Background: an optimization exercise with open tools, aiming at small area. Do not read the settings as production practice.
Function was checked by simulation only, so behaviour that the tests miss may differ from the original.
No activity file was given, so power comes from the tool's default toggle rates.

==> try-harbor: inputs <==
## opl2
module opl2(
  clk,
  reset,
  opl2_we,
  opl2_data,
  opl2_adr,
  kon,
  channel_a,
  channel_b,
  sample_clk,
  sample_clk_128
  );
  input         clk;
  input         reset;
  input         opl2_we;
  input [7:0]   opl2_data;
  input [7:0]   opl2_adr;
  output [8:0]  kon;
  output signed [15:0] channel_a;
  output signed [15:0] channel_b;
  output sample_clk;
  output sample_clk_128;
  localparam [1:0]
    RELEASE = 2'b00,
    ATTACK  = 2'b01,
    DECAY   = 2'b10,
    SUSTAIN = 2'b11;
  localparam RAND_POLYNOMIAL = 'h800302;
  localparam TREMOLO_MAX_COUNT = 13*1024;
  reg [8:0] kon;
  reg signed [15:0] channel_a;
  reg signed [15:0] channel_b;
  reg sample_clk;
  reg sample_clk_128;
  genvar i;
  reg [9:0] cntr;
  reg sample_clk_en;
  always @(posedge clk)
    if (reset) begin
      cntr <= 10'd0;
      sample_clk_en <= 1'b0;
      sample_clk <= 1'b0;
    end else begin
      cntr <= cntr == 10'd813 ? 10'd0 : cntr + 1'b1;
      sample_clk_en <= cntr == 10'd0;
      sample_clk <= ~cntr[9];
      sample_clk_128 <= ~cntr[0];
    end
  reg [7:0] m20 [0:17];
  reg [7:0] m40 [0:17];
  reg [7:0] m60 [0:17];
  reg [7:0] m80 [0:17];
  reg [1:0] me0 [0:17];
  reg [7:0] ma0 [0:8];
  reg [5:0] mb0 [0:8];
  reg [5:0] mc0 [0:8];
  reg [7:0] mbd;
  reg       m08;
  ...
make LEC_CHECK=0 ABC_AREA=1 CAP_MARGIN=20 CORE_MARGIN=2 CORE_UTILIZATION=65 SLEW_MARGIN=20 finish   # period 15.0 ns
run.sh (not shown) runs the stock make flow with config.mk's settings and CLKGATE_MAP_FILE= SYNTH_SCRIPT=/design/flow/synth_recipe.tcl, a recipe that flattens the netlist after the stock synthesis.
==> inputs of try-violet, as changes to try-harbor <==
--- a/flow/design.v
+++ b/flow/design.v
@@ -575,73 +575,43 @@
       sample_clk <= 1'b0;
     end else begin
       cntr <= cntr == 10'd813 ? 10'd0 : cntr + 1'b1;
       sample_clk_en <= cntr == 10'd0;
       sample_clk <= ~cntr[9];
       sample_clk_128 <= ~cntr[0];
     end
-  reg [7:0] m20 [0:17];
-  reg [7:0] m40 [0:17];
-  reg [7:0] m60 [0:17];
-  reg [7:0] m80 [0:17];
-  reg [1:0] me0 [0:17];
   reg [7:0] ma0 [0:8];
   reg [5:0] mb0 [0:8];
   reg [5:0] mc0 [0:8];
   reg [7:0] mbd;
   reg       m08;
   wire [7:0] wdata = reset ? 8'd0 : opl2_data;
   generate
-    for (i = 0; i < 18; i = i + 1) begin: mop
-      localparam [7:0] OFF = (i < 6) ? i : (i < 12) ? i + 2 : i + 4;
-      always @(posedge clk) begin
-        if (reset || (opl2_we && opl2_adr == 8'h20 + OFF)) m20[i] <= wdata;
-        if (reset || (opl2_we && opl2_adr == 8'h40 + OFF)) m40[i] <= wdata;
-        if (reset || (opl2_we && opl2_adr == 8'h60 + OFF)) m60[i] <= wdata;
-        if (reset || (opl2_we && opl2_adr == 8'h80 + OFF)) m80[i] <= wdata;
-        if (reset || (opl2_we && opl2_adr == 8'he0 + OFF)) me0[i] <= wdata[1:0];
-      end
-    end
     for (i = 0; i < 9; i = i + 1) begin: mch
       always @(posedge clk) begin
         if (reset || (opl2_we && opl2_adr == 8'ha0 + i)) ma0[i] <= wdata;
         if (reset || (opl2_we && opl2_adr == 8'hb0 + i)) mb0[i] <= wdata[5:0];
         if (reset || (opl2_we && opl2_adr == 8'hc0 + i)) mc0[i] <= wdata[5:0];
       end
     end
   endgenerate
   always @(posedge clk) begin
     if (reset || (opl2_we && opl2_adr == 8'hbd)) mbd <= wdata;
     if (reset || (opl2_we && opl2_adr == 8'h08)) m08 <= wdata[6];
   end
-  reg [7:0] s20 [0:17];
-  reg [7:0] s40 [0:17];
-  reg [7:0] s60 [0:17];
-  reg [7:0] s80 [0:17];
-  reg [1:0] se0 [0:17];
   reg [9:0] sfnum [0:8];
   reg [2:0] sblock [0:8];
   reg [8:0] scha;
   reg [8:0] schb;
   reg [2:0] sfb [0:8];
   reg [8:0] scnt;
   reg [7:0] sbd;
   reg       nts;
   reg [2:0] ch0_old;    
   generate
-    for (i = 0; i < 18; i = i + 1) begin: sop
-      always @(posedge clk)
-        if (sample_clk_en) begin
-          s20[i] <= m20[i];
-          s40[i] <= m40[i];
-          s60[i] <= m60[i];
-          s80[i] <= m80[i];
-          se0[i] <= me0[i];
-        end
-    end
     for (i = 0; i < 9; i = i + 1) begin: sch
       always @(posedge clk)
         if (sample_clk_en) begin
           sfnum[i] <= {mb0[i][1:0], ma0[i]};
           sblock[i] <= mb0[i][4:2];
           schb[i] <= mc0[i][5];
           scha[i] <= mc0[i][4];
@@ -690,14 +660,46 @@
         act <= 1'b1;
       else if (fin)
         act <= 1'b0;
       vB <= act;
       if (fin)
         fresh <= 1'b0;
     end
+  reg [33:0] mr [0:17];
+  reg [33:0] sr [0:17];
+  wire [4:0] w_off = opl2_adr[4:0];
+  wire [4:0] w_op = w_off - {2'b00, w_off[4:3], 1'b0};
+  wire w_valid = opl2_we && (w_off[2:0] <= 3'd5) && (w_off[4:3] != 2'd3);
+  reg [4:0] w_fld;
+  always @ *
+    case (opl2_adr[7:5])
+    3'd1: w_fld = 5'b00001;
+    3'd2: w_fld = 5'b00010;
+    3'd3: w_fld = 5'b00100;
+    3'd4: w_fld = 5'b01000;
+    3'd7: w_fld = 5'b10000;
+    default: w_fld = 5'b00000;
+    endcase
+  wire [5:0] w_d = {1'b0, rpos} + 6'd1 - {1'b0, w_op};
+  wire [5:0] w_pos = w_d[5] ? w_d + 6'd18 : (w_d == 6'd18 ? 6'd0 : w_d);
+  generate
+    for (i = 0; i < 18; i = i + 1) begin: opring
+      localparam PREV = (i + 17) % 18;
+      wire hit = w_valid && w_pos == i;
+      wire [4:0] wen = {5{reset}} | ({5{hit}} & w_fld);
+      always @(posedge clk) begin
+        mr[i][7:0]   <= wen[0] ? wdata : mr[PREV][7:0];
+        mr[i][15:8]  <= wen[1] ? wdata : mr[PREV][15:8];
+        mr[i][23:16] <= wen[2] ? wdata : mr[PREV][23:16];
+        mr[i][31:24] <= wen[3] ? wdata : mr[PREV][31:24];
+        mr[i][33:32] <= wen[4] ? wdata[1:0] : mr[PREV][33:32];
+        sr[i] <= sample_clk_en ? mr[PREV] : sr[PREV];
+      end
+    end
+  endgenerate
   reg [13:0] tremolo_index;
   reg [12:0] vibrato_index;    
   reg [23:0] rand_num;
   always @(posedge clk)
     if (reset) begin
       tremolo_index <= 14'd0;
       vibrato_index <= 13'd1;
@@ -776,19 +778,19 @@
     5'd12: begin ch = 4'd6; is_mod = 1'b1; end
     5'd13: begin ch = 4'd7; is_mod = 1'b1; end
     5'd14: begin ch = 4'd8; is_mod = 1'b1; end
     5'd15: begin ch = 4'd6; is_mod = 1'b0; end
     5'd16: begin ch = 4'd7; is_mod = 1'b0; end
     default: begin ch = 4'd8; is_mod = 1'b0; end
     endcase
-  wire [7:0] p20 = s20[op];
-  wire [7:0] p40 = s40[op];
-  wire [7:0] p60 = s60[op];
-  wire [7:0] p80 = s80[op];
-  wire [1:0] ws = se0[op];
+  wire [7:0] p20 = sr[0][7:0];
+  wire [7:0] p40 = sr[0][15:8];
+  wire [7:0] p60 = sr[0][23:16];
+  wire [7:0] p80 = sr[0][31:24];
+  wire [1:0] ws = sr[0][33:32];
   wire am   = p20[7];
   wire vib  = p20[6];
   wire egt  = p20[5];
   wire ksr  = p20[4];
   wire [3:0] mult = p20[3:0];
   wire [1:0] ksl = p40[7:6];
   wire [5:0] tl  = p40[5:0];
@@ -966,15 +968,15 @@
       feedback_result_p0 = ((fb1_s + fb2_s) <<< fb);
   wire signed [12:0] feedback_result = feedback_result_p0 >>> 9;
   wire carrier_mod_off = cnt_c || (ryt && (op == 5'd16 || op == 5'd17));
   wire [12:0] modulation = use_feedback ? feedback_result :
    (!is_mod && !carrier_mod_off) ? r_out[3] : 13'd0;
   wire rhythmic = op_hh || op_sd || op_tc;
   wire [19:0] pa_sum = pa0 + phase_inc;
-  wire [9:0] fp_base = rhythmic ? rhythm_phase[19:10] + phase_inc[19:10] : pa_sum[19:10];
+  wire [9:0] fp_base = (rhythmic ? rhythm_phase[19:10] : pa_sum[19:10]) + (rhythmic ? phase_inc[19:10] : 10'd0);
   wire [19:0] pa1 = kon_new ? 20'd0 : pa_sum;
   wire [9:0] final_phase_hi = kon_new ? 10'd0 : fp_base + modulation[9:0];
   reg [6:0] rom_out;
   always @ *
     case (fnum >> 6)
     0: rom_out = 0;
     1: rom_out = 32;
@@ -1017,24 +1019,20 @@
     else
       incl = is_mod ? cnt_c : 1'b1;
   wire cha_c = (ch == 4'd0) ? ch0_old[2] : scha[ch];
   wire chb_c = (ch == 4'd0) ? ch0_old[1] : schb[ch];
   wire signed [17:0] out_old_ext = fb1_s;
   reg signed [17:0] acc_a;
   reg signed [17:0] acc_b;
-  always @(posedge clk)
-    if (start) begin
-      acc_a <= 0;
-      acc_b <= 0;
-    end else if (act) begin
-      if (incl && cha_c)
-        acc_a <= acc_a + out_old_ext;
-      if (incl && chb_c)
-        acc_b <= acc_b + out_old_ext;
-    end
+  wire signed [17:0] add_a = (act && incl && cha_c) ? out_old_ext : 18'sd0;
+  wire signed [17:0] add_b = (act && incl && chb_c) ? out_old_ext : 18'sd0;
+  always @(posedge clk) begin
+    acc_a <= (start ? 18'sd0 : acc_a) + add_a;
+    acc_b <= (start ? 18'sd0 : acc_b) + add_b;
+  end
   always @(posedge clk)
     if (sample_clk_en) begin
       if (acc_a > 2**15 - 1)
         channel_a <= 2**15 - 1;
       else if (acc_a < -2**15)
         channel_a <= -2**15;
       else
CORE_UTILIZATION = 55   (was 65)
CTS_BUF_LIST = sky130_fd_sc_hd__clkbuf_16   (was unset)
CTS_CLUSTER_DIAMETER = 100   (was unset)
CTS_CLUSTER_SIZE = 24   (was unset)
PLACE_DENSITY = 0.7   (was unset)
==> summary.txt <==
| quantity | try-violet | try-harbor |
|---|---|---|
| Share of synthesized cell area in and, or, nand and nor gates | 16.6% | 9.25% |
| Horizontal die dimension | 434 um | 404 um |
| Power in combinational cells | 0.0101 W | 0.0121 W |
| Global routing met3 resource utilization | 3.25% | 5.58% |
| Pre-CTS WS | 1.97 ns | 0.967 ns |
| Area occupied by multi-input gates | 0.0333 mm^2 | 0.0248 mm^2 |
| Result of the run | no timing/DRC/antenna violations | no timing/DRC/antenna violations |
| CTS max path bufs | 3 | 4 |
| Worst hold slack across all endpoints | 0.311 ns | 0.265 ns |
| Total inserted antenna cells | 2 | 3 |
| Clock sink count | 2986 | 2985 |
| Global-route wire length before repair | 374000 um | 387000 um |
| Length of routed met3 wiring | 12300 um | 22300 um |
| Achievable Freq | 76.5 MHz | 71.5 MHz |
| Met2 routed WL | 108000 um | 122000 um |
| Reported leakage power | 46.6 nW | 45.4 nW |
| Layout Nets | 11020 | 8709 |
| Level count of the clock H-tree | 4 | 5 |
| Via count of the first global-routing pass | 66269 | 62481 |
| Psw | 0.00965 W | 0.0114 W |
| Max VDD drop | 396 uV | 538 uV |
| Yosys warning count | 17 | 25 |
| Initial core utilization | 55.4% | 65.5% |
| Number of vias per cell | 5.27 | 5.99 |

[afterwards: timing with drivers on the ports]
No port has a modelled driver above. Below, the same layouts with a new extraction and two added sets of constraints. Step 1 (the two cells are an assumption about what drives the block):
set clk [get_ports {clk}]
set_driving_cell -lib_cell sky130_fd_sc_hd__clkbuf_16 $clk
set_driving_cell -lib_cell sky130_fd_sc_hd__buf_2 [delete_from_list [all_inputs] $clk]
Step 2 moves the port delays by t, midway between the first and last clock arrival at a register: inputs arrive t later, outputs are due t later. That takes back most of the time a late clock gives input paths. Slacks: ideal ports / drivers / drivers and shift; pairs: ideal ports / drivers.
run	shift t [ns]	setup slack, ns	clock arrival spread, ns
try-harbor	0.990	1.022 / 1.022 / 1.022	0.081 / 0.081
try-violet	0.902	1.936 / 1.936 / 1.936	0.054 / 0.054
After both steps setup and hold are still met in every run listed.
